From an optimization exercise on the open Yosys and OpenROAD flow, aimed at small area; shortcuts taken in it are not production practice. In this exercise RTL edits were held to simulation tests only and were not proved equivalent to the original.

## design/flow/config.mk

```make
export PLATFORM = sky130hd
export DESIGN_NAME = neural_pipeline_top
export DESIGN_NICKNAME = neural_pipeline_top
export VERILOG_FILES = /design/flow/design.v
export SDC_FILE = /design/flow/constraint.sdc
export NUM_CORES = 4
export LEC_CHECK = 0
export CAP_MARGIN = 20
export CORE_MARGIN = 2
export CORE_UTILIZATION = 40
export SLEW_MARGIN = 20
export SYNTH_HIERARCHICAL = 1
```

## design/flow/constraint.sdc

```tcl
create_clock -name core_clock -period 25.0 [get_ports {clk}]
set_input_delay 5.0000 -clock core_clock [delete_from_list [all_inputs] [get_ports {clk}]]
set_output_delay 5.0000 -clock core_clock [all_outputs]
set_load 0.01 [all_outputs]
```

## design/flow/design.v

```verilog
`timescale 1ns / 1ps
module fa (input wire a, input wire b, input wire c, output wire s, output wire co);
    assign s = a ^ b ^ c;
    assign co = (a & b) | (a & c) | (b & c);
endmodule
module ha (input wire a, input wire b, output wire s, output wire co);
    assign s = a ^ b;
    assign co = a & b;
endmodule
module iir_filter (
    input wire clk,
    input wire rst,
    input wire signed [15:0] x_in,
    output reg signed [15:0] y_out,
    output reg signed [15:0] y2
);
    reg signed [15:0] x1, x2;
    wire n1;
    wire n2;
    wire n3;
    wire n4;
    wire n5;
    wire n6;
    wire n7;
    wire n8;
    wire n9;
    wire n10;
    wire n11;
    wire n12;
    wire n13;
    wire n14;
    wire n15;
    wire n16;
    wire n17;
    wire n18;
    wire n19;
    wire n20;
    wire n21;
    wire n22;
    wire n23;
    wire n24;
    wire n25;
    wire n26;
    wire n27;
    wire n28;
    wire n29;
    wire n30;
    wire n31;
    wire n32;
    wire n33;
    wire n34;
    wire n35;
    wire n36;
    wire n37;
    wire n38;
    wire n39;
    wire n40;
    wire n41;
    wire n42;
    wire n43;
    wire n44;
    wire n45;
    wire n46;
    wire n47;
    wire n48;
    wire n49;
    wire n50;
    wire n51;
    wire n52;
    wire n53;
    wire n54;
    wire n55;
    wire n56;
    wire n57;
    wire n58;
    wire n59;
    wire n60;
    wire n61;
    wire n62;
    wire n63;
    wire n64;
    wire n65;
    wire n66;
    wire n67;
    wire n68;
    wire n69;
    wire n70;
    wire n71;
    wire n72;
    wire n73;
    wire n74;
    wire n75;
    wire n76;
    wire n77;
    wire n78;
    wire n79;
    wire n80;
    wire n81;
    wire n82;
    wire n83;
    wire n84;
    wire n85;
    wire n86;
    wire n87;
    wire n88;
    wire n89;
    wire n90;
    wire n91;
    wire n92;
    wire n93;
    wire n94;
    wire n95;
    wire n96;
    wire n97;
    wire n98;
    wire n99;
    wire n100;
    wire n101;
    wire n102;
    wire n103;
    wire n104;
    wire n105;
    wire n106;
    wire n107;
    wire n108;
    wire n109;
    wire n110;
    wire n111;
    wire n112;
    wire n113;
    wire n114;
    wire n115;
    wire n116;
    wire n117;
    wire n118;
    wire n119;
    wire n120;
    wire n121;
    wire n122;
    wire n123;
    wire n124;
    wire n125;
    wire n126;
    wire n127;
    wire n128;
    wire n129;
    wire n130;
    wire n131;
    wire n132;
    wire n133;
    wire n134;
    wire n135;
    wire n136;
    wire n137;
    wire n138;
    wire n139;
    wire n140;
    wire n141;
    wire n142;
    wire n143;
    wire n144;
    wire n145;
    wire n146;
    wire n147;
    wire n148;
    wire n149;
    wire n150;
    wire n151;
    wire n152;
    wire n153;
    wire n154;
    wire n155;
    wire n156;
    wire n157;
    wire n158;
    wire n159;
    wire n160;
    wire n161;
    wire n162;
    wire n163;
    wire n164;
    wire n165;
    wire n166;
    wire n167;
    wire n168;
    wire n169;
    wire n170;
    wire n171;
    wire n172;
    wire n173;
    wire n174;
    wire n175;
    wire n176;
    wire n177;
    wire n178;
    wire n179;
    wire n180;
    wire n181;
    wire n182;
    wire n183;
    wire n184;
    wire n185;
    wire n186;
    wire n187;
    wire n188;
    wire n189;
    wire n190;
    wire n191;
    wire n192;
    wire n193;
    wire n194;
    wire n195;
    wire n196;
    wire n197;
    wire n198;
    wire n199;
    wire n200;
    wire n201;
    wire n202;
    wire n203;
    wire n204;
    wire n205;
    wire n206;
    wire n207;
    wire n208;
    wire n209;
    wire n210;
    wire n211;
    wire n212;
    wire n213;
    wire n214;
    wire n215;
    wire n216;
    wire n217;
    wire n218;
    wire n219;
    wire n220;
    wire n221;
    wire n222;
    wire n223;
    wire n224;
    wire n225;
    wire n226;
    wire n227;
    wire n228;
    wire n229;
    wire n230;
    wire n231;
    wire n232;
    wire n233;
    wire n234;
    wire n235;
    wire n236;
    wire n237;
    wire n238;
    wire n239;
    wire n240;
    wire n241;
    wire n242;
    wire n243;
    wire n244;
    wire n245;
    wire n246;
    wire n247;
    wire n248;
    wire n249;
    wire n250;
    wire n251;
    wire n252;
    wire n253;
    wire n254;
    wire n255;
    wire n256;
    wire n257;
    wire n258;
    wire n259;
    wire n260;
    wire n261;
    wire n262;
    wire n263;
    wire n264;
    wire n265;
    wire n266;
    wire n267;
    wire n268;
    wire n269;
    wire n270;
    wire n271;
    wire n272;
    wire n273;
    wire n274;
    wire n275;
    wire n276;
    wire n277;
    wire n278;
    wire n279;
    wire n280;
    wire n281;
    wire n282;
    wire n283;
    wire n284;
    wire n285;
    wire n286;
    wire n287;
    wire n288;
    wire n289;
    wire n290;
    wire n291;
    wire n292;
    wire n293;
    wire n294;
    wire n295;
    wire n296;
    wire n297;
    wire n298;
    wire n299;
    wire n300;
    wire n301;
    wire n302;
    wire n303;
    wire n304;
    wire n305;
    wire n306;
    wire n307;
    wire n308;
    wire n309;
    wire n310;
    wire n311;
    wire n312;
    wire n313;
    wire n314;
    wire n315;
    wire n316;
    wire n317;
    wire n318;
    wire n319;
    wire n320;
    wire n321;
    wire n322;
    wire n323;
    wire n324;
    wire n325;
    wire n326;
    wire n327;
    wire n328;
    wire n329;
    wire n330;
    wire n331;
    wire n332;
    wire n333;
    wire n334;
    wire n335;
    wire n336;
    wire n337;
    wire n338;
    wire n339;
    wire n340;
    wire n341;
    wire n342;
    wire n343;
    wire n344;
    wire n345;
    wire n346;
    wire n347;
    wire n348;
    wire n349;
    wire n350;
    wire n351;
    wire n352;
    wire n353;
    wire n354;
    wire n355;
    wire n356;
    wire n357;
    wire n358;
    wire n359;
    wire n360;
    wire n361;
    wire n362;
    wire n363;
    wire n364;
    wire n365;
    wire n366;
    wire n367;
    wire n368;
    wire n369;
    wire n370;
    wire n371;
    wire n372;
    wire n373;
    wire n374;
    wire n375;
    wire n376;
    wire n377;
    wire n378;
    wire n379;
    wire n380;
    wire n381;
    wire n382;
    wire n383;
    wire n384;
    wire n385;
    wire n386;
    wire n387;
    wire n388;
    wire n389;
    wire n390;
    wire n391;
    wire n392;
    wire n393;
    wire n394;
    wire n395;
    wire n396;
    wire n397;
    wire n398;
    wire n399;
    wire n400;
    wire n401;
    wire n402;
    wire n403;
    wire n404;
    wire n405;
    wire n406;
    wire n407;
    wire n408;
    wire n409;
    wire n410;
    wire n411;
    wire n412;
    wire n413;
    wire n414;
    wire n415;
    wire n416;
    wire n417;
    wire n418;
    wire n419;
    wire n420;
    wire n421;
    wire n422;
    wire n423;
    wire n424;
    wire n425;
    wire n426;
    wire n427;
    wire n428;
    wire n429;
    wire n430;
    ha n1_ha (.a(x2[0]), .b(x_in[0]), .s(n1), .co(n2));
    fa n3_fa (.a(~x1[0]), .b(x2[1]), .c(y_out[0]), .s(n3), .co(n4));
    fa n5_fa (.a(n3), .b(x_in[1]), .c(n2), .s(n5), .co(n6));
    ha n7_ha (.a(~y2[0]), .b(n5), .s(n7), .co(n8));
    fa n9_fa (.a(x2[2]), .b(y_out[1]), .c(n4), .s(n9), .co(n10));
    fa n11_fa (.a(x1[1]), .b(y2[1]), .c(~n9), .s(n11), .co(n12));
    fa n13_fa (.a(x_in[2]), .b(n6), .c(n8), .s(n13), .co(n14));
    assign n15 = ~(~n11 ^ n13);
    assign n16 = ~n11 | n13;
    fa n17_fa (.a(x2[3]), .b(y_out[2]), .c(n10), .s(n17), .co(n18));
    fa n19_fa (.a(x1[2]), .b(y2[2]), .c(n12), .s(n19), .co(n20));
    fa n21_fa (.a(n17), .b(~n19), .c(x_in[3]), .s(n21), .co(n22));
    fa n23_fa (.a(n21), .b(n14), .c(n16), .s(n23), .co(n24));
    fa n25_fa (.a(~x1[3]), .b(x2[4]), .c(y_out[3]), .s(n25), .co(n26));
    fa n27_fa (.a(~y2[3]), .b(n25), .c(n18), .s(n27), .co(n28));
    fa n29_fa (.a(n27), .b(x_in[4]), .c(n22), .s(n29), .co(n30));
    fa n31_fa (.a(~n20), .b(n29), .c(n24), .s(n31), .co(n32));
    fa n33_fa (.a(x2[5]), .b(y_out[4]), .c(n26), .s(n33), .co(n34));
    fa n35_fa (.a(x1[4]), .b(y2[4]), .c(~n33), .s(n35), .co(n36));
    fa n37_fa (.a(n28), .b(x_in[5]), .c(n30), .s(n37), .co(n38));
    fa n39_fa (.a(~n35), .b(n37), .c(n32), .s(n39), .co(n40));
    fa n41_fa (.a(x2[6]), .b(y_out[5]), .c(n34), .s(n41), .co(n42));
    fa n43_fa (.a(x1[5]), .b(y2[5]), .c(n36), .s(n43), .co(n44));
    fa n45_fa (.a(n41), .b(~n43), .c(x_in[6]), .s(n45), .co(n46));
    fa n47_fa (.a(n45), .b(n38), .c(n40), .s(n47), .co(n48));
    fa n49_fa (.a(~x1[6]), .b(x2[7]), .c(y_out[6]), .s(n49), .co(n50));
    fa n51_fa (.a(~y2[6]), .b(n49), .c(n42), .s(n51), .co(n52));
    fa n53_fa (.a(n51), .b(x_in[7]), .c(n46), .s(n53), .co(n54));
    fa n55_fa (.a(~n44), .b(n53), .c(n48), .s(n55), .co(n56));
    fa n57_fa (.a(x2[8]), .b(y_out[7]), .c(n50), .s(n57), .co(n58));
    fa n59_fa (.a(x1[7]), .b(y2[7]), .c(~n57), .s(n59), .co(n60));
    fa n61_fa (.a(n52), .b(x_in[8]), .c(n54), .s(n61), .co(n62));
    fa n63_fa (.a(~n59), .b(n61), .c(n56), .s(n63), .co(n64));
    fa n65_fa (.a(x2[9]), .b(y_out[8]), .c(n58), .s(n65), .co(n66));
    fa n67_fa (.a(x1[8]), .b(y2[8]), .c(n60), .s(n67), .co(n68));
    fa n69_fa (.a(n65), .b(~n67), .c(x_in[9]), .s(n69), .co(n70));
    fa n71_fa (.a(n69), .b(n62), .c(n64), .s(n71), .co(n72));
    fa n73_fa (.a(~x1[9]), .b(x2[10]), .c(y_out[9]), .s(n73), .co(n74));
    fa n75_fa (.a(~y2[9]), .b(n73), .c(n66), .s(n75), .co(n76));
    fa n77_fa (.a(n75), .b(x_in[10]), .c(n70), .s(n77), .co(n78));
    fa n79_fa (.a(~n68), .b(n77), .c(n72), .s(n79), .co(n80));
    fa n81_fa (.a(x2[11]), .b(y_out[10]), .c(n74), .s(n81), .co(n82));
    fa n83_fa (.a(x1[10]), .b(y2[10]), .c(~n81), .s(n83), .co(n84));
    fa n85_fa (.a(n76), .b(x_in[11]), .c(n78), .s(n85), .co(n86));
    fa n87_fa (.a(~n83), .b(n85), .c(n80), .s(n87), .co(n88));
    fa n89_fa (.a(x2[12]), .b(y_out[11]), .c(n82), .s(n89), .co(n90));
    fa n91_fa (.a(x1[11]), .b(y2[11]), .c(n84), .s(n91), .co(n92));
    fa n93_fa (.a(n89), .b(~n91), .c(x_in[12]), .s(n93), .co(n94));
    fa n95_fa (.a(n93), .b(n86), .c(n88), .s(n95), .co(n96));
    fa n97_fa (.a(~x1[12]), .b(x2[13]), .c(y_out[12]), .s(n97), .co(n98));
    fa n99_fa (.a(~y2[12]), .b(n97), .c(n90), .s(n99), .co(n100));
    fa n101_fa (.a(n99), .b(x_in[13]), .c(n94), .s(n101), .co(n102));
    fa n103_fa (.a(~n92), .b(n101), .c(n96), .s(n103), .co(n104));
    fa n105_fa (.a(x2[14]), .b(y_out[13]), .c(n98), .s(n105), .co(n106));
    fa n107_fa (.a(x1[13]), .b(y2[13]), .c(~n105), .s(n107), .co(n108));
    fa n109_fa (.a(n100), .b(x_in[14]), .c(n102), .s(n109), .co(n110));
    fa n111_fa (.a(~n107), .b(n109), .c(n104), .s(n111), .co(n112));
    fa n113_fa (.a(x1[14]), .b(x2[15]), .c(y2[14]), .s(n113), .co(n114));
    fa n115_fa (.a(y_out[14]), .b(~n113), .c(n106), .s(n115), .co(n116));
    fa n117_fa (.a(n108), .b(~n115), .c(x_in[15]), .s(n117), .co(n118));
    fa n119_fa (.a(~n117), .b(n110), .c(n112), .s(n119), .co(n120));
    fa n121_fa (.a(x1[15]), .b(~y_out[15]), .c(y2[15]), .s(n121), .co(n122));
    fa n123_fa (.a(~n114), .b(n121), .c(n116), .s(n123), .co(n124));
    fa n125_fa (.a(n123), .b(~n118), .c(n120), .s(n125), .co(n126));
    fa n127_fa (.a(n122), .b(n124), .c(n126), .s(n127), .co(n128));
    ha n129_ha (.a(y_out[0]), .b(y2[0]), .s(n129), .co(n130));
    fa n131_fa (.a(y_out[1]), .b(y2[1]), .c(n130), .s(n131), .co(n132));
    fa n133_fa (.a(y_out[2]), .b(y2[2]), .c(n132), .s(n133), .co(n134));
    fa n135_fa (.a(y_out[3]), .b(y2[3]), .c(n134), .s(n135), .co(n136));
    fa n137_fa (.a(y_out[4]), .b(y2[4]), .c(n136), .s(n137), .co(n138));
    fa n139_fa (.a(y_out[5]), .b(y2[5]), .c(n138), .s(n139), .co(n140));
    fa n141_fa (.a(y_out[6]), .b(y2[6]), .c(n140), .s(n141), .co(n142));
    fa n143_fa (.a(y_out[7]), .b(y2[7]), .c(n142), .s(n143), .co(n144));
    fa n145_fa (.a(y_out[8]), .b(y2[8]), .c(n144), .s(n145), .co(n146));
    fa n147_fa (.a(y_out[9]), .b(y2[9]), .c(n146), .s(n147), .co(n148));
    fa n149_fa (.a(y_out[10]), .b(y2[10]), .c(n148), .s(n149), .co(n150));
    fa n151_fa (.a(y_out[11]), .b(y2[11]), .c(n150), .s(n151), .co(n152));
    fa n153_fa (.a(y_out[12]), .b(y2[12]), .c(n152), .s(n153), .co(n154));
    fa n155_fa (.a(y_out[13]), .b(y2[13]), .c(n154), .s(n155), .co(n156));
    fa n157_fa (.a(y_out[14]), .b(y2[14]), .c(n156), .s(n157), .co(n158));
    fa n159_fa (.a(y_out[15]), .b(y2[15]), .c(~n158), .s(n159), .co(n160));
    assign n161 = ~(n129 ^ ~n1);
    assign n162 = n129 | ~n1;
    fa n163_fa (.a(n131), .b(n162), .c(~n7), .s(n163), .co(n164));
    fa n165_fa (.a(n129), .b(~n133), .c(n1), .s(n165), .co(n166));
    fa n167_fa (.a(n165), .b(~n164), .c(n15), .s(n167), .co(n168));
    fa n169_fa (.a(n131), .b(n166), .c(n7), .s(n169), .co(n170));
    fa n171_fa (.a(n169), .b(n168), .c(n23), .s(n171), .co(n172));
    assign n173 = ~(n135 ^ ~n171);
    assign n174 = n135 | ~n171;
    fa n175_fa (.a(n133), .b(~n137), .c(n1), .s(n175), .co(n176));
    fa n177_fa (.a(n175), .b(n170), .c(n15), .s(n177), .co(n178));
    fa n179_fa (.a(n177), .b(n31), .c(n172), .s(n179), .co(n180));
    assign n181 = ~(n174 ^ ~n179);
    assign n182 = n174 | ~n179;
    fa n183_fa (.a(n135), .b(n176), .c(n7), .s(n183), .co(n184));
    fa n185_fa (.a(n183), .b(n178), .c(n23), .s(n185), .co(n186));
    fa n187_fa (.a(n185), .b(n39), .c(n180), .s(n187), .co(n188));
    fa n189_fa (.a(n139), .b(n182), .c(~n187), .s(n189), .co(n190));
    fa n191_fa (.a(n137), .b(n184), .c(n15), .s(n191), .co(n192));
    fa n193_fa (.a(n191), .b(n31), .c(n186), .s(n193), .co(n194));
    fa n195_fa (.a(n193), .b(n47), .c(n188), .s(n195), .co(n196));
    fa n197_fa (.a(n141), .b(n190), .c(~n195), .s(n197), .co(n198));
    fa n199_fa (.a(n139), .b(~n143), .c(n1), .s(n199), .co(n200));
    fa n201_fa (.a(n199), .b(n192), .c(n23), .s(n201), .co(n202));
    fa n203_fa (.a(n201), .b(n39), .c(n194), .s(n203), .co(n204));
    fa n205_fa (.a(n203), .b(n55), .c(n196), .s(n205), .co(n206));
    assign n207 = ~(n198 ^ ~n205);
    assign n208 = n198 | ~n205;
    fa n209_fa (.a(n141), .b(n200), .c(n7), .s(n209), .co(n210));
    fa n211_fa (.a(n209), .b(n31), .c(n202), .s(n211), .co(n212));
    fa n213_fa (.a(n211), .b(n47), .c(n204), .s(n213), .co(n214));
    fa n215_fa (.a(n213), .b(n63), .c(n206), .s(n215), .co(n216));
    fa n217_fa (.a(n145), .b(n208), .c(~n215), .s(n217), .co(n218));
    fa n219_fa (.a(n143), .b(n210), .c(n15), .s(n219), .co(n220));
    fa n221_fa (.a(n219), .b(n39), .c(n212), .s(n221), .co(n222));
    fa n223_fa (.a(n221), .b(n55), .c(n214), .s(n223), .co(n224));
    fa n225_fa (.a(n223), .b(n71), .c(n216), .s(n225), .co(n226));
    fa n227_fa (.a(n147), .b(n218), .c(~n225), .s(n227), .co(n228));
    fa n229_fa (.a(n145), .b(n220), .c(n23), .s(n229), .co(n230));
    fa n231_fa (.a(n229), .b(n47), .c(n222), .s(n231), .co(n232));
    fa n233_fa (.a(n231), .b(n63), .c(n224), .s(n233), .co(n234));
    fa n235_fa (.a(n233), .b(n79), .c(n226), .s(n235), .co(n236));
    fa n237_fa (.a(n149), .b(n228), .c(~n235), .s(n237), .co(n238));
    fa n239_fa (.a(n147), .b(n31), .c(n230), .s(n239), .co(n240));
    fa n241_fa (.a(n239), .b(n55), .c(n232), .s(n241), .co(n242));
    fa n243_fa (.a(n241), .b(n71), .c(n234), .s(n243), .co(n244));
    fa n245_fa (.a(n243), .b(n87), .c(n236), .s(n245), .co(n246));
    fa n247_fa (.a(n151), .b(n238), .c(~n245), .s(n247), .co(n248));
    fa n249_fa (.a(y2[0]), .b(n153), .c(n1), .s(n249), .co(n250));
    fa n251_fa (.a(n149), .b(n39), .c(n240), .s(n251), .co(n252));
    fa n253_fa (.a(n251), .b(n63), .c(n242), .s(n253), .co(n254));
    fa n255_fa (.a(n253), .b(n79), .c(n244), .s(n255), .co(n256));
    fa n257_fa (.a(n255), .b(n95), .c(n246), .s(n257), .co(n258));
    fa n259_fa (.a(n249), .b(n248), .c(~n257), .s(n259), .co(n260));
    fa n261_fa (.a(y2[1]), .b(n155), .c(n250), .s(n261), .co(n262));
    fa n263_fa (.a(~n151), .b(n7), .c(n261), .s(n263), .co(n264));
    fa n265_fa (.a(~n263), .b(n47), .c(n252), .s(n265), .co(n266));
    fa n267_fa (.a(n265), .b(n71), .c(n254), .s(n267), .co(n268));
    fa n269_fa (.a(n267), .b(n87), .c(n256), .s(n269), .co(n270));
    fa n271_fa (.a(n269), .b(n103), .c(n258), .s(n271), .co(n272));
    ha n273_ha (.a(n260), .b(~n271), .s(n273), .co(n274));
    fa n275_fa (.a(y2[2]), .b(n157), .c(n262), .s(n275), .co(n276));
    fa n277_fa (.a(n264), .b(n275), .c(n15), .s(n277), .co(n278));
    fa n279_fa (.a(n153), .b(n55), .c(n266), .s(n279), .co(n280));
    fa n281_fa (.a(n279), .b(n79), .c(n268), .s(n281), .co(n282));
    fa n283_fa (.a(n281), .b(n95), .c(n270), .s(n283), .co(n284));
    fa n285_fa (.a(n283), .b(n111), .c(n272), .s(n285), .co(n286));
    fa n287_fa (.a(n277), .b(n274), .c(~n285), .s(n287), .co(n288));
    fa n289_fa (.a(~y2[3]), .b(n155), .c(n159), .s(n289), .co(n290));
    fa n291_fa (.a(n276), .b(n278), .c(n23), .s(n291), .co(n292));
    fa n293_fa (.a(n289), .b(n63), .c(n280), .s(n293), .co(n294));
    fa n295_fa (.a(n293), .b(n87), .c(n282), .s(n295), .co(n296));
    fa n297_fa (.a(n295), .b(n103), .c(n284), .s(n297), .co(n298));
    fa n299_fa (.a(n297), .b(n119), .c(n286), .s(n299), .co(n300));
    fa n301_fa (.a(n291), .b(n288), .c(~n299), .s(n301), .co(n302));
    fa n303_fa (.a(n157), .b(n160), .c(n290), .s(n303), .co(n304));
    fa n305_fa (.a(y2[4]), .b(n31), .c(n292), .s(n305), .co(n306));
    fa n307_fa (.a(n303), .b(n71), .c(n294), .s(n307), .co(n308));
    fa n309_fa (.a(n307), .b(n95), .c(n296), .s(n309), .co(n310));
    fa n311_fa (.a(n309), .b(n111), .c(n298), .s(n311), .co(n312));
    fa n313_fa (.a(n311), .b(n125), .c(n300), .s(n313), .co(n314));
    fa n315_fa (.a(n305), .b(n302), .c(~n313), .s(n315), .co(n316));
    fa n317_fa (.a(y2[5]), .b(n159), .c(~n304), .s(n317), .co(n318));
    fa n319_fa (.a(n317), .b(n39), .c(n306), .s(n319), .co(n320));
    fa n321_fa (.a(~n319), .b(n79), .c(n308), .s(n321), .co(n322));
    fa n323_fa (.a(n321), .b(n103), .c(n310), .s(n323), .co(n324));
    fa n325_fa (.a(n323), .b(n119), .c(n312), .s(n325), .co(n326));
    fa n327_fa (.a(n325), .b(n127), .c(n314), .s(n327), .co(n328));
    fa n329_fa (.a(n316), .b(~n327), .c(n315), .s(n329), .co(n330));
    fa n331_fa (.a(y2[6]), .b(n160), .c(n318), .s(n331), .co(n332));
    fa n333_fa (.a(n331), .b(n47), .c(n320), .s(n333), .co(n334));
    fa n335_fa (.a(~n333), .b(n87), .c(n322), .s(n335), .co(n336));
    fa n337_fa (.a(n335), .b(n111), .c(n324), .s(n337), .co(n338));
    fa n339_fa (.a(n337), .b(n125), .c(n326), .s(n339), .co(n340));
    fa n341_fa (.a(n128), .b(n330), .c(n329), .s(n341), .co(n342));
    fa n343_fa (.a(n339), .b(n328), .c(~n341), .s(n343), .co(n344));
    fa n345_fa (.a(y2[7]), .b(n332), .c(n55), .s(n345), .co(n346));
    fa n347_fa (.a(n334), .b(n345), .c(~n95), .s(n347), .co(n348));
    fa n349_fa (.a(n336), .b(n119), .c(n338), .s(n349), .co(n350));
    fa n351_fa (.a(n349), .b(n128), .c(n127), .s(n351), .co(n352));
    fa n353_fa (.a(~n347), .b(n340), .c(n351), .s(n353), .co(n354));
    fa n355_fa (.a(n353), .b(~n342), .c(n344), .s(n355), .co(n356));
    fa n357_fa (.a(y2[8]), .b(n63), .c(n346), .s(n357), .co(n358));
    fa n359_fa (.a(n357), .b(~n103), .c(n348), .s(n359), .co(n360));
    fa n361_fa (.a(n125), .b(n350), .c(n352), .s(n361), .co(n362));
    fa n363_fa (.a(n359), .b(n128), .c(~n354), .s(n363), .co(n364));
    fa n365_fa (.a(n361), .b(~n363), .c(n356), .s(n365), .co(n366));
    fa n367_fa (.a(y2[9]), .b(n71), .c(n358), .s(n367), .co(n368));
    fa n369_fa (.a(n367), .b(~n111), .c(n360), .s(n369), .co(n370));
    fa n371_fa (.a(n128), .b(n127), .c(n362), .s(n371), .co(n372));
    fa n373_fa (.a(n369), .b(n364), .c(~n371), .s(n373), .co(n374));
    fa n375_fa (.a(~n373), .b(n366), .c(n365), .s(n375), .co(n376));
    fa n377_fa (.a(y2[10]), .b(n79), .c(n368), .s(n377), .co(n378));
    fa n379_fa (.a(n377), .b(n370), .c(n128), .s(n379), .co(n380));
    fa n381_fa (.a(n119), .b(~n379), .c(n372), .s(n381), .co(n382));
    fa n383_fa (.a(~n374), .b(n381), .c(n376), .s(n383), .co(n384));
    fa n385_fa (.a(y2[11]), .b(n87), .c(n378), .s(n385), .co(n386));
    fa n387_fa (.a(~n385), .b(n125), .c(n128), .s(n387), .co(n388));
    fa n389_fa (.a(~n380), .b(n387), .c(n382), .s(n389), .co(n390));
    fa n391_fa (.a(n389), .b(n384), .c(n383), .s(n391), .co(n392));
    fa n393_fa (.a(y2[12]), .b(n95), .c(n386), .s(n393), .co(n394));
    fa n395_fa (.a(~n393), .b(n127), .c(n388), .s(n395), .co(n396));
    fa n397_fa (.a(n395), .b(n390), .c(n392), .s(n397), .co(n398));
    fa n399_fa (.a(y2[13]), .b(n103), .c(n394), .s(n399), .co(n400));
    fa n401_fa (.a(n399), .b(n128), .c(~n396), .s(n401), .co(n402));
    fa n403_fa (.a(~n401), .b(n398), .c(n397), .s(n403), .co(n404));
    fa n405_fa (.a(y2[14]), .b(n111), .c(n400), .s(n405), .co(n406));
    fa n407_fa (.a(n405), .b(~n128), .c(n402), .s(n407), .co(n408));
    fa n409_fa (.a(~n407), .b(n404), .c(n403), .s(n409), .co(n410));
    fa n411_fa (.a(~y2[15]), .b(n119), .c(n406), .s(n411), .co(n412));
    fa n413_fa (.a(n411), .b(n408), .c(~n410), .s(n413), .co(n414));
    fa n415_fa (.a(n125), .b(n412), .c(n414), .s(n415), .co(n416));
    fa n417_fa (.a(n127), .b(n416), .c(n415), .s(n417), .co(n418));
    fa n419_fa (.a(~n128), .b(n418), .c(n417), .s(n419), .co(n420));
    assign n421 = ~n315;
    assign n422 = ~n329;
    assign n423 = ~n343;
    assign n424 = ~n355;
    assign n425 = ~n375;
    assign n426 = ~n391;
    assign n427 = ~n409;
    assign n428 = ~n415;
    assign n429 = ~n417;
    assign n430 = ~n419;
    wire [30:12] ya;
    assign ya[12] = n259;
    assign ya[13] = n273;
    assign ya[14] = n287;
    assign ya[15] = n301;
    assign ya[16] = n421;
    assign ya[17] = n422;
    assign ya[18] = n423;
    assign ya[19] = n424;
    assign ya[20] = n365;
    assign ya[21] = n425;
    assign ya[22] = n383;
    assign ya[23] = n426;
    assign ya[24] = n397;
    assign ya[25] = n403;
    assign ya[26] = n427;
    assign ya[27] = n413;
    assign ya[28] = n428;
    assign ya[29] = n429;
    assign ya[30] = n430;
    wire ovf = (ya[30] != ya[27]) | (ya[29] != ya[27]) | (ya[28] != ya[27]);
    wire [15:0] y_comb = ovf ? {ya[30], {15{~ya[30]}}} : ya[27:12];
    always @(posedge clk) begin
        if (rst) begin
            y_out <= 0;
            y2 <= 0;
            x1 <= 0;
            x2 <= 0;
        end else begin
            y_out <= y_comb;
            y2 <= y_out;
            x1 <= x_in;
            x2 <= x1;
        end
    end
endmodule
`timescale 1ns / 1ps
module threshold_estimator (
    input wire clk,
    input wire rst,
    input wire signed [15:0] data_in,
    output wire signed [15:0] threshold
);
    reg [28:0] acc;
    wire s = data_in[15];
    wire [14:0] ax = data_in[14:0] ^ {15{s}};
    wire cin = s & (|data_in[14:0]);
    wire t1;
    wire t2;
    wire t3;
    wire t4;
    wire t5;
    wire t6;
    wire t7;
    wire t8;
    wire t9;
    wire t10;
    wire t11;
    wire t12;
    wire t13;
    wire t14;
    wire t15;
    wire t16;
    wire t17;
    wire t18;
    wire t19;
    wire t20;
    wire t21;
    wire t22;
    wire t23;
    wire t24;
    wire t25;
    wire t26;
    wire t27;
    wire t28;
    wire t29;
    wire t30;
    wire t31;
    wire t32;
    wire t33;
    wire t34;
    wire t35;
    wire t36;
    wire t37;
    wire t38;
    wire t39;
    wire t40;
    wire t41;
    wire t42;
    wire t43;
    wire t44;
    wire t45;
    wire t46;
    wire t47;
    wire t48;
    wire t49;
    wire t50;
    wire t51;
    wire t52;
    wire t53;
    wire t54;
    wire t55;
    wire t56;
    wire t57;
    wire t58;
    wire t59;
    wire t60;
    wire t61;
    wire t62;
    wire t63;
    wire t64;
    wire t65;
    wire t66;
    wire t67;
    wire t68;
    wire t69;
    wire t70;
    wire t71;
    wire t72;
    wire t73;
    wire t74;
    wire t75;
    wire t76;
    wire t77;
    wire t78;
    wire t79;
    wire t80;
    wire t81;
    wire t82;
    wire t83;
    wire t84;
    wire t85;
    wire t86;
    wire t87;
    wire t88;
    wire t89;
    wire t90;
    wire t91;
    wire t92;
    wire t93;
    wire t94;
    wire t95;
    wire t96;
    wire t97;
    wire t98;
    wire t99;
    wire t100;
    wire t101;
    wire t102;
    wire t103;
    wire t104;
    wire t105;
    wire t106;
    wire t107;
    wire t108;
    wire t109;
    wire t110;
    wire t111;
    wire t112;
    wire t113;
    wire t114;
    wire t115;
    wire t116;
    wire t117;
    wire t118;
    wire t119;
    wire t120;
    wire t121;
    wire t122;
    wire t123;
    wire t124;
    wire t125;
    wire t126;
    wire t127;
    wire t128;
    wire t129;
    wire t130;
    wire t131;
    wire t132;
    wire t133;
    wire t134;
    wire t135;
    wire t136;
    wire t137;
    wire t138;
    wire t139;
    wire t140;
    wire t141;
    wire t142;
    wire t143;
    wire t144;
    wire t145;
    wire t146;
    wire t147;
    wire t148;
    wire t149;
    wire t150;
    wire t151;
    wire t152;
    wire t153;
    wire t154;
    wire t155;
    wire t156;
    wire t157;
    wire t158;
    wire t159;
    wire t160;
    wire t161;
    wire t162;
    wire t163;
    wire t164;
    wire t165;
    wire t166;
    wire t167;
    wire t168;
    wire t169;
    wire t170;
    wire t171;
    wire t172;
    wire t173;
    wire t174;
    wire t175;
    wire t176;
    wire t177;
    wire t178;
    wire t179;
    wire t180;
    wire t181;
    wire t182;
    wire t183;
    wire t184;
    wire t185;
    wire t186;
    wire t187;
    wire t188;
    wire t189;
    wire t190;
    fa t1_fa (.a(acc[0]), .b(ax[0]), .c(cin), .s(t1), .co(t2));
    assign t3 = ~(~acc[14] ^ t1);
    assign t4 = ~acc[14] | t1;
    fa t5_fa (.a(acc[1]), .b(ax[1]), .c(t2), .s(t5), .co(t6));
    fa t7_fa (.a(~acc[15]), .b(t4), .c(t5), .s(t7), .co(t8));
    fa t9_fa (.a(acc[2]), .b(~acc[16]), .c(ax[2]), .s(t9), .co(t10));
    fa t11_fa (.a(t9), .b(t6), .c(t8), .s(t11), .co(t12));
    fa t13_fa (.a(acc[3]), .b(ax[3]), .c(t10), .s(t13), .co(t14));
    fa t15_fa (.a(~acc[17]), .b(t13), .c(t12), .s(t15), .co(t16));
    fa t17_fa (.a(acc[4]), .b(ax[4]), .c(t14), .s(t17), .co(t18));
    fa t19_fa (.a(~acc[18]), .b(t17), .c(t16), .s(t19), .co(t20));
    fa t21_fa (.a(acc[5]), .b(~acc[19]), .c(ax[5]), .s(t21), .co(t22));
    fa t23_fa (.a(t21), .b(t18), .c(t20), .s(t23), .co(t24));
    fa t25_fa (.a(acc[6]), .b(ax[6]), .c(t22), .s(t25), .co(t26));
    fa t27_fa (.a(~acc[20]), .b(t25), .c(t24), .s(t27), .co(t28));
    fa t29_fa (.a(acc[7]), .b(ax[7]), .c(t26), .s(t29), .co(t30));
    fa t31_fa (.a(~acc[21]), .b(t29), .c(t28), .s(t31), .co(t32));
    fa t33_fa (.a(acc[8]), .b(~acc[22]), .c(ax[8]), .s(t33), .co(t34));
    fa t35_fa (.a(t33), .b(t30), .c(t32), .s(t35), .co(t36));
    fa t37_fa (.a(acc[9]), .b(ax[9]), .c(t34), .s(t37), .co(t38));
    fa t39_fa (.a(~acc[23]), .b(t37), .c(t36), .s(t39), .co(t40));
    fa t41_fa (.a(acc[10]), .b(ax[10]), .c(t38), .s(t41), .co(t42));
    fa t43_fa (.a(~acc[24]), .b(t41), .c(t40), .s(t43), .co(t44));
    fa t45_fa (.a(acc[11]), .b(~acc[25]), .c(ax[11]), .s(t45), .co(t46));
    fa t47_fa (.a(t45), .b(t42), .c(t44), .s(t47), .co(t48));
    fa t49_fa (.a(acc[12]), .b(ax[12]), .c(t46), .s(t49), .co(t50));
    fa t51_fa (.a(~acc[26]), .b(t49), .c(t48), .s(t51), .co(t52));
    fa t53_fa (.a(acc[13]), .b(ax[13]), .c(t50), .s(t53), .co(t54));
    fa t55_fa (.a(~acc[27]), .b(t53), .c(t52), .s(t55), .co(t56));
    fa t57_fa (.a(acc[14]), .b(~acc[28]), .c(ax[14]), .s(t57), .co(t58));
    fa t59_fa (.a(t57), .b(t54), .c(t56), .s(t59), .co(t60));
    fa t61_fa (.a(acc[15]), .b(t58), .c(t60), .s(t61), .co(t62));
    fa t63_fa (.a(acc[16]), .b(t62), .c(t61), .s(t63), .co(t64));
    fa t65_fa (.a(acc[17]), .b(t64), .c(t63), .s(t65), .co(t66));
    fa t67_fa (.a(acc[18]), .b(t66), .c(t65), .s(t67), .co(t68));
    fa t69_fa (.a(acc[19]), .b(t68), .c(t67), .s(t69), .co(t70));
    fa t71_fa (.a(acc[20]), .b(t70), .c(t69), .s(t71), .co(t72));
    fa t73_fa (.a(acc[21]), .b(t72), .c(t71), .s(t73), .co(t74));
    fa t75_fa (.a(acc[22]), .b(t74), .c(t73), .s(t75), .co(t76));
    fa t77_fa (.a(acc[23]), .b(t76), .c(t75), .s(t77), .co(t78));
    fa t79_fa (.a(acc[24]), .b(t78), .c(t77), .s(t79), .co(t80));
    fa t81_fa (.a(acc[25]), .b(t80), .c(t79), .s(t81), .co(t82));
    fa t83_fa (.a(acc[26]), .b(t82), .c(t81), .s(t83), .co(t84));
    fa t85_fa (.a(acc[27]), .b(t84), .c(t83), .s(t85), .co(t86));
    fa t87_fa (.a(acc[28]), .b(t86), .c(t85), .s(t87), .co(t88));
    assign t89 = ~t61;
    assign t90 = ~t63;
    assign t91 = ~t65;
    assign t92 = ~t67;
    assign t93 = ~t69;
    assign t94 = ~t71;
    assign t95 = ~t73;
    assign t96 = ~t75;
    assign t97 = ~t77;
    assign t98 = ~t79;
    assign t99 = ~t81;
    assign t100 = ~t83;
    assign t101 = ~t85;
    assign t102 = ~t87;
    ha t103_ha (.a(acc[16]), .b(acc[14]), .s(t103), .co(t104));
    fa t105_fa (.a(acc[17]), .b(acc[15]), .c(t104), .s(t105), .co(t106));
    fa t107_fa (.a(acc[18]), .b(acc[16]), .c(t106), .s(t107), .co(t108));
    fa t109_fa (.a(acc[19]), .b(acc[17]), .c(t108), .s(t109), .co(t110));
    fa t111_fa (.a(acc[20]), .b(acc[18]), .c(t110), .s(t111), .co(t112));
    fa t113_fa (.a(acc[21]), .b(acc[19]), .c(t112), .s(t113), .co(t114));
    fa t115_fa (.a(acc[22]), .b(acc[20]), .c(t114), .s(t115), .co(t116));
    fa t117_fa (.a(acc[23]), .b(acc[21]), .c(t116), .s(t117), .co(t118));
    fa t119_fa (.a(acc[24]), .b(acc[22]), .c(t118), .s(t119), .co(t120));
    fa t121_fa (.a(acc[25]), .b(acc[23]), .c(t120), .s(t121), .co(t122));
    fa t123_fa (.a(acc[26]), .b(acc[24]), .c(t122), .s(t123), .co(t124));
    fa t125_fa (.a(acc[27]), .b(acc[25]), .c(t124), .s(t125), .co(t126));
    fa t127_fa (.a(acc[28]), .b(acc[26]), .c(t126), .s(t127), .co(t128));
    ha t129_ha (.a(acc[27]), .b(t128), .s(t129), .co(t130));
    ha t131_ha (.a(acc[28]), .b(t130), .s(t131), .co(t132));
    ha t133_ha (.a(~acc[14]), .b(~t105), .s(t133), .co(t134));
    fa t135_fa (.a(acc[15]), .b(~t134), .c(t107), .s(t135), .co(t136));
    fa t137_fa (.a(t103), .b(t109), .c(t136), .s(t137), .co(t138));
    ha t139_ha (.a(~t135), .b(~t137), .s(t139), .co(t140));
    fa t141_fa (.a(t105), .b(t111), .c(t138), .s(t141), .co(t142));
    ha t143_ha (.a(t140), .b(~t141), .s(t143), .co(t144));
    fa t145_fa (.a(t107), .b(t113), .c(t142), .s(t145), .co(t146));
    ha t147_ha (.a(t144), .b(~t145), .s(t147), .co(t148));
    fa t149_fa (.a(t109), .b(t115), .c(t146), .s(t149), .co(t150));
    ha t151_ha (.a(t148), .b(~t149), .s(t151), .co(t152));
    fa t153_fa (.a(t111), .b(t117), .c(t150), .s(t153), .co(t154));
    ha t155_ha (.a(t152), .b(~t153), .s(t155), .co(t156));
    fa t157_fa (.a(t113), .b(t119), .c(t154), .s(t157), .co(t158));
    ha t159_ha (.a(t156), .b(~t157), .s(t159), .co(t160));
    fa t161_fa (.a(t115), .b(t121), .c(t158), .s(t161), .co(t162));
    ha t163_ha (.a(t160), .b(~t161), .s(t163), .co(t164));
    fa t165_fa (.a(t117), .b(t123), .c(t162), .s(t165), .co(t166));
    ha t167_ha (.a(t164), .b(~t165), .s(t167), .co(t168));
    fa t169_fa (.a(t119), .b(t125), .c(t166), .s(t169), .co(t170));
    ha t171_ha (.a(t168), .b(~t169), .s(t171), .co(t172));
    fa t173_fa (.a(t121), .b(t127), .c(t170), .s(t173), .co(t174));
    ha t175_ha (.a(t172), .b(~t173), .s(t175), .co(t176));
    fa t177_fa (.a(t123), .b(t129), .c(t174), .s(t177), .co(t178));
    ha t179_ha (.a(t176), .b(~t177), .s(t179), .co(t180));
    fa t181_fa (.a(t125), .b(t131), .c(t178), .s(t181), .co(t182));
    ha t183_ha (.a(t180), .b(~t181), .s(t183), .co(t184));
    fa t185_fa (.a(t127), .b(t132), .c(t182), .s(t185), .co(t186));
    ha t187_ha (.a(t184), .b(~t185), .s(t187), .co(t188));
    fa t189_fa (.a(t129), .b(t186), .c(~t188), .s(t189), .co(t190));
    wire [28:0] acc_nx;
    assign acc_nx[0] = t3;
    assign acc_nx[1] = t7;
    assign acc_nx[2] = t11;
    assign acc_nx[3] = t15;
    assign acc_nx[4] = t19;
    assign acc_nx[5] = t23;
    assign acc_nx[6] = t27;
    assign acc_nx[7] = t31;
    assign acc_nx[8] = t35;
    assign acc_nx[9] = t39;
    assign acc_nx[10] = t43;
    assign acc_nx[11] = t47;
    assign acc_nx[12] = t51;
    assign acc_nx[13] = t55;
    assign acc_nx[14] = t59;
    assign acc_nx[15] = t89;
    assign acc_nx[16] = t90;
    assign acc_nx[17] = t91;
    assign acc_nx[18] = t92;
    assign acc_nx[19] = t93;
    assign acc_nx[20] = t94;
    assign acc_nx[21] = t95;
    assign acc_nx[22] = t96;
    assign acc_nx[23] = t97;
    assign acc_nx[24] = t98;
    assign acc_nx[25] = t99;
    assign acc_nx[26] = t100;
    assign acc_nx[27] = t101;
    assign acc_nx[28] = t102;
    wire [15:0] thr;
    assign thr[0] = t133;
    assign thr[1] = t135;
    assign thr[2] = t139;
    assign thr[3] = t143;
    assign thr[4] = t147;
    assign thr[5] = t151;
    assign thr[6] = t155;
    assign thr[7] = t159;
    assign thr[8] = t163;
    assign thr[9] = t167;
    assign thr[10] = t171;
    assign thr[11] = t175;
    assign thr[12] = t179;
    assign thr[13] = t183;
    assign thr[14] = t187;
    assign thr[15] = t189;
    assign threshold = thr;
    always @(posedge clk) begin
        if (rst)
            acc <= 0;
        else
            acc <= acc_nx;
    end
endmodule
`timescale 1ns / 1ps
module spike_detect (
    input wire clk,
    input wire rst,
    input wire signed [15:0] data_in,
    input wire signed [15:0] threshold,
    output wire spike_out
);
    reg [4:0] timer;
    wire [15:0] ya = {~data_in[15], data_in[14:0]};
    wire [15:0] tb = {~threshold[15], threshold[14:0]};
    wire [16:0] lc;
    assign lc[0] = 1'b0;
    genvar i;
    generate for (i = 0; i < 16; i = i + 1) begin : g_lt
        assign lc[i+1] = (tb[i] & ~ya[i]) | (tb[i] & lc[i]) | (~ya[i] & lc[i]);
    end endgenerate
    wire below = lc[16];
    wire above = (data_in > -16'sd30000);
    wire idle = (timer == 5'd0);
    assign spike_out = (timer == 5'd20);
    always @(posedge clk) begin
        if (rst)
            timer <= 0;
        else if (!idle)
            timer <= timer - 5'd1;
        else if (below && above)
            timer <= 5'd20;
    end
endmodule
`timescale 1ns / 1ps
module velocity_decoder (
    input wire clk,
    input wire rst,
    input wire upd,        
    input wire mult,       
    input wire kbit,       
    input wire add,        
    output reg [14:0] velocity
);
    reg [16:0] S;
    wire [16:0] bop = mult ? (kbit ? {2'b00, velocity} : 17'd0) : (add ? 17'd819 : 17'd0);
    wire v1;
    wire v2;
    wire v3;
    wire v4;
    wire v5;
    wire v6;
    wire v7;
    wire v8;
    wire v9;
    wire v10;
    wire v11;
    wire v12;
    wire v13;
    wire v14;
    wire v15;
    wire v16;
    wire v17;
    wire v18;
    wire v19;
    wire v20;
    wire v21;
    wire v22;
    wire v23;
    wire v24;
    wire v25;
    wire v26;
    wire v27;
    wire v28;
    wire v29;
    wire v30;
    wire v31;
    wire v32;
    wire v33;
    wire v34;
    ha v1_ha (.a(S[0]), .b(bop[0]), .s(v1), .co(v2));
    fa v3_fa (.a(S[1]), .b(bop[1]), .c(v2), .s(v3), .co(v4));
    fa v5_fa (.a(S[2]), .b(bop[2]), .c(v4), .s(v5), .co(v6));
    fa v7_fa (.a(S[3]), .b(bop[3]), .c(v6), .s(v7), .co(v8));
    fa v9_fa (.a(S[4]), .b(bop[4]), .c(v8), .s(v9), .co(v10));
    fa v11_fa (.a(S[5]), .b(bop[5]), .c(v10), .s(v11), .co(v12));
    fa v13_fa (.a(S[6]), .b(bop[6]), .c(v12), .s(v13), .co(v14));
    fa v15_fa (.a(S[7]), .b(bop[7]), .c(v14), .s(v15), .co(v16));
    fa v17_fa (.a(S[8]), .b(bop[8]), .c(v16), .s(v17), .co(v18));
    fa v19_fa (.a(S[9]), .b(bop[9]), .c(v18), .s(v19), .co(v20));
    fa v21_fa (.a(S[10]), .b(bop[10]), .c(v20), .s(v21), .co(v22));
    fa v23_fa (.a(S[11]), .b(bop[11]), .c(v22), .s(v23), .co(v24));
    fa v25_fa (.a(S[12]), .b(bop[12]), .c(v24), .s(v25), .co(v26));
    fa v27_fa (.a(S[13]), .b(bop[13]), .c(v26), .s(v27), .co(v28));
    fa v29_fa (.a(S[14]), .b(bop[14]), .c(v28), .s(v29), .co(v30));
    fa v31_fa (.a(S[15]), .b(bop[15]), .c(v30), .s(v31), .co(v32));
    fa v33_fa (.a(S[16]), .b(bop[16]), .c(v32), .s(v33), .co(v34));
    wire [16:0] ssum;
    assign ssum[0] = v1;
    assign ssum[1] = v3;
    assign ssum[2] = v5;
    assign ssum[3] = v7;
    assign ssum[4] = v9;
    assign ssum[5] = v11;
    assign ssum[6] = v13;
    assign ssum[7] = v15;
    assign ssum[8] = v17;
    assign ssum[9] = v19;
    assign ssum[10] = v21;
    assign ssum[11] = v23;
    assign ssum[12] = v25;
    assign ssum[13] = v27;
    assign ssum[14] = v29;
    assign ssum[15] = v31;
    assign ssum[16] = v33;
    wire over = (S > 17'd20480);
    always @(posedge clk) begin
        if (rst || upd)
            S <= 0;
        else if (mult)
            S <= {1'b0, ssum[16:1]};
        else
            S <= ssum;
        if (rst)
            velocity <= 0;
        else if (upd)
            velocity <= over ? 15'd20480 : S[14:0];
    end
endmodule
`timescale 1ns / 1ps
module neural_pipeline_top (
    input wire clk,
    input wire rst,
    input wire signed [15:0] raw_in,
    output wire signed [15:0] vel_out
);
    wire signed [15:0] filt_out;    
    wire signed [15:0] filt_d;      
    wire signed [15:0] auto_threshold;
    wire spike;                     
    iir_filter u_filter (
        .clk(clk), .rst(rst), .x_in(raw_in), .y_out(filt_out), .y2(filt_d)
    );
    threshold_estimator u_thresh_gen (
        .clk(clk), .rst(rst), .data_in(filt_d), .threshold(auto_threshold)
    );
    spike_detect u_detect (
        .clk(clk), .rst(rst), .data_in(filt_out), .threshold(auto_threshold),
        .spike_out(spike)
    );
    reg [10:0] u;
    wire [11:0] uc;
    assign uc[0] = 1'b1;
    genvar i;
    generate for (i = 0; i < 11; i = i + 1) begin : g_inc
        assign uc[i+1] = uc[i] & u[i];
    end endgenerate
    wire [10:0] u_inc = u ^ uc[10:0];
    wire u_last = (u == 11'd1499);
    wire u_zero = (u == 11'd0);         
    wire u_one = (u == 11'd1);          
    reg [6:0] w;
    wire done = (w == 7'd22);
    wire [6:0] w_nx = {w[5:0], ~(w[6] ^ w[5])};
    always @(posedge clk) begin
        if (rst) begin
            u <= 11'd1;
            w <= 7'd0;
        end else begin
            u <= u_last ? 11'd0 : u_inc;
            if (u_zero && !done)
                w <= w_nx;
        end
    end
    wire sp = done & spike;
    wire pwin = (u[10:4] == 7'd0);                
    wire mult = pwin & (u[3] | u[2]);             
    wire kbit = ~u[1] | (u[3] & u[2]);            
    reg pending;
    wire add = ~pwin & ~u_last & (sp | pending);  
    always @(posedge clk) begin
        if (rst)
            pending <= 1'b0;
        else
            pending <= pwin & (pending | sp);
    end
    wire [14:0] vel;
    velocity_decoder u_decoder (
        .clk(clk), .rst(rst), .upd(u_one), .mult(mult), .kbit(kbit), .add(add),
        .velocity(vel)
    );
    assign vel_out = {1'b0, vel};
endmodule
```

## design/flow/run.sh

```bash
#!/bin/bash
# synth_recipe.tcl (not shown) runs the flow's synth.tcl, then flattens the netlist and writes it again
# the make line also repeats each setting of config.mk as NAME=value (left out here)
make -C /OpenROAD-flow-scripts/flow DESIGN_CONFIG=/design/flow/config.mk WORK_HOME=/design/flow/orfs CLKGATE_MAP_FILE= SYNTH_SCRIPT=/design/flow/synth_recipe.tcl finish
```

==> notes.md <==
## cells in the mapped netlist, types with 9 or more instances
cell / n
mux2i_1: 22
a22o_1: 15
xor2_1: 16
ha_1: 37
dfxtp_1: 149
nor2_1: 39
nand2_1: 12
nor3b_2: 9
a21oi_1: 17
inv_1: 144
nor2b_1: 61
and2_1: 10
fa_1: 287
nor2_2: 11
and3_1: 10
a311oi_2: 10
buf_4: 22
## per-layer routing
metal,track usage,part of all wire,wire length [µm]
met1,0.2289,0.45,11290
met2,0.2788,0.50,12440
met3,0.02903,0.032,813
met4,0.04455,0.020,510
met5,0,0,0
## modules after synthesis, one instance, submodules excluded
module	times used	cell area (µm²)
iir_filter	1	2341
fa	287	20.02
ha	22	12.51
spike_detect	1	636.9
threshold_estimator	1	1201
neural_pipeline_top	1	889.6
velocity_decoder	1	1468
## logic make-up (layout without fill, tap and decap cells)
| family | count (synthesis) | after routing | synth area share |
|---|---|---|---|
| AOI/OAI and AO/OA | 84 | 84 | 0.05839 |
| xor gates and xnor gates | 19 | 19 | 0.01325 |
| adders and majority gates | 328 | 328 | 0.4977 |
| buffers and inverters | 192 | 213 | 0.07134 |
| DFF | 149 | 149 | 0.2375 |
| muxes | 22 | 22 | 0.01754 |
| other | 2 | 3 | 0.0005981 |
| and+or+nand+nor | 204 | 204 | 0.1036 |
## cell type report
| type | count | area (µm²) |
|---|---|---|
| Multi-Input combinational cell | 660 | 8685 |
| Clock inverter | 12 | 120.1 |
| Clock buffer | 19 | 442.9 |
| Timing Repair Buffer | 35 | 340.3 |
| Tap cell | 396 | 495.5 |
| Sequential cell | 149 | 2983 |
| Inverter | 147 | 554.3 |
| Fill cell | 2871 | 17130 |
## worst max-delay path, delay by kind of cell
family | cells | cell delay [ps]
buf+inv | 7 | 780
compound gates | 2 | 590
fa+ha+maj | 36 | 15850
## sequential cells by signal, summed over array words and instances (netlist names)
signal / flops
u_filter.y_out: 16
u_filter.y2: 16
u_decoder.S: 17
pending: 1
u_detect.timer: 5
u_thresh_gen.acc: 29
w: 7
u_filter.x2: 16
u_filter.x1: 16
u: 11
u_decoder.velocity: 15
## how the worst max path moves through the flow
stage / end / slack (ps) / cells past startpoint
global placement: u_filter.y_out[7] / 2890 / 45
CTS: u_filter.y_out[7] / 3030 / 45
finish: u_filter.y_out[7] / 3090 / 45
detailed placement: u_filter.y_out[6] / 2590 / 45
floorplan: u_filter.y_out[0] / 4500 / 46
global route: u_filter.y_out[6] / 2440 / 45
## per-stage QoR
| step | util | hold slack [ps] | std cells | instance area (µm²) | setup slack (ps) |
|---|---|---|---|---|---|
| 3_3_place_gp | 0.4246 | 463.5 | 1387 | 13060 | 2888 |
| 4_1_cts | 0.4430 | 482.0 | 1418 | 13620 | 3032 |
| 5_1_grt | 0.4430 | 503.2 | 1418 | 13620 | 2444 |
| 6_report | 0.4430 | 478.3 | 1418 | 13620 | 3092 |
| 2_1_floorplan | - | 447.3 | 1001 | 12560 | 4499 |
| 3_5_place_dp | 0.4246 | 468.2 | 1387 | 13060 | 2591 |
==> reports/results.txt <==
status: timing/DRC/antenna clean
sequential share of the synthesized area: 0.2375
post-synthesis instance area: 12560 µm²
Primary FF master, synth: dfxtp_1
final worst clock skew: 9.945 ps
nets: 1352
nature of the critical path startpoint: input port
DRT iter0 DRCs: 340
Inserted Clock Buffers: 17
CP Capture Type: register
peak fanout along the critical path: 18
largest net degree at the start of global routing: 83
Setup Fix Bufs, Post-CTS: 0
most frequent cells in the layout: fa_1, dfxtp_1, inv_1
FF-to-FF End: u_filter.y_out[7]
CTS tree: yes
first-pass GRT wire length: 42540 µm
fraction of layout cells with a size suffix above 1: 0.08219
Skew-Pair Late Insertion Delay: 430 ps
CP arrival: 22240 ps
TNS Setup: 0 ps
I/O pin total: 34
Hold Path Class: reg2reg
CP max stage delay: 1090 ps
final hold vios: 0
most common cell after layout, fill and taps aside: fa_1
crit path from: raw_in[0]
synthesized flop and latch total: 149
number of remaining DRC errors: 0
Fmax: 45.65 MHz
chip width: 181.2 µm
reg2reg path depth: 46
hold depth: 2
Rel. slew slack: 0.3522
r2r startpoint: u_filter.y_out[0]
Max-Cap Viols: 0
async set-or-reset flop fraction in the synthesized netlist: 0
Period minus WS final: 21910 ps
Final Wtd Congestion: 0.8665
top post-synthesis cells by area: fa_1, dfxtp_1, inv_1, ha_1, nor2b_1
Area Overhead vs Synth: 8.470%
Cell variety after synth: 74
final global-route overflow total: 0
PortBufs: 32
Clock transition at path regs: 60 ps
Worst path slowest cell: fa_1
final setup violation count: 0
H-tree levels: 4
Req. time, crit path: 25330 ps
die span in y: 181.2 µm
routed len/inst: 17.67 µm
TritonRoute pass-1 iters: 4
number of gates resized after CTS: 0
critical hold path startpoint: u_filter.x1[9]
clk root buf: clkbuf_16
Final Max Tran Viols: 0
Hold Path Sink: u_filter.x2[9]
final period utilization: 0.8763
Post-DP HPWL: 20600 µm
Yosys top cell by area: fa_1
Core Area: 30750 µm²
ANT cells: 0
via count: 6934
clk buf depth: 2
Post-CTS Hold Buffers: 0
Mapped Cells: 1000
antenna violations before repair: 0
vias in the first global route: 7782
GRT Total Usage: 0.1680
Post-synth EDFFs: 0
Synthesis Warnings: 11
unrepaired setup endpoints after global routing: false
final wirelength: 25060 µm
Starting Density: 0.4084
antenna viol nets, final: 0
share of the synthesized area in the top cell type: 0.4576
WS Path Type: in2reg
vias per cell: 4.890
Row Count: 64
CTS Sinks: 149
worst slew pin tran: 968.1 ps
DIE AREA: 32830 µm²
Most common cell on crit path: fa_1
mean cell area of the mapped netlist: 12.56 µm²

static timing again, ports no longer ideal:
The flow's constraints put no driver on any port. The routed layout listed below was extracted and timed again, unchanged, in two steps.
Step 1, drivers: a clkbuf_16 drives clk and a buf_2 each remaining input, both assumed.
Step 2 times the ports against the registers' clock, not the clock port: input delays grow and output delays shrink by t, the midpoint of the rising clock arrivals with the driver on.
Slacks: ideal / step 1 / step 2; pairs: ideal / step 1.
t (ns): 0.472
slack for setup (ns): 3.092 / 3.112 / 2.640
latest minus earliest clock arrival (ns): 0.012 / 0.012
worst slew at a driven data input, ns: 0.06
After both steps setup and hold are still met in this run. For this run, drivers alone change the setup slack by +0.020 ns; drivers and shift together by -0.452 ns.
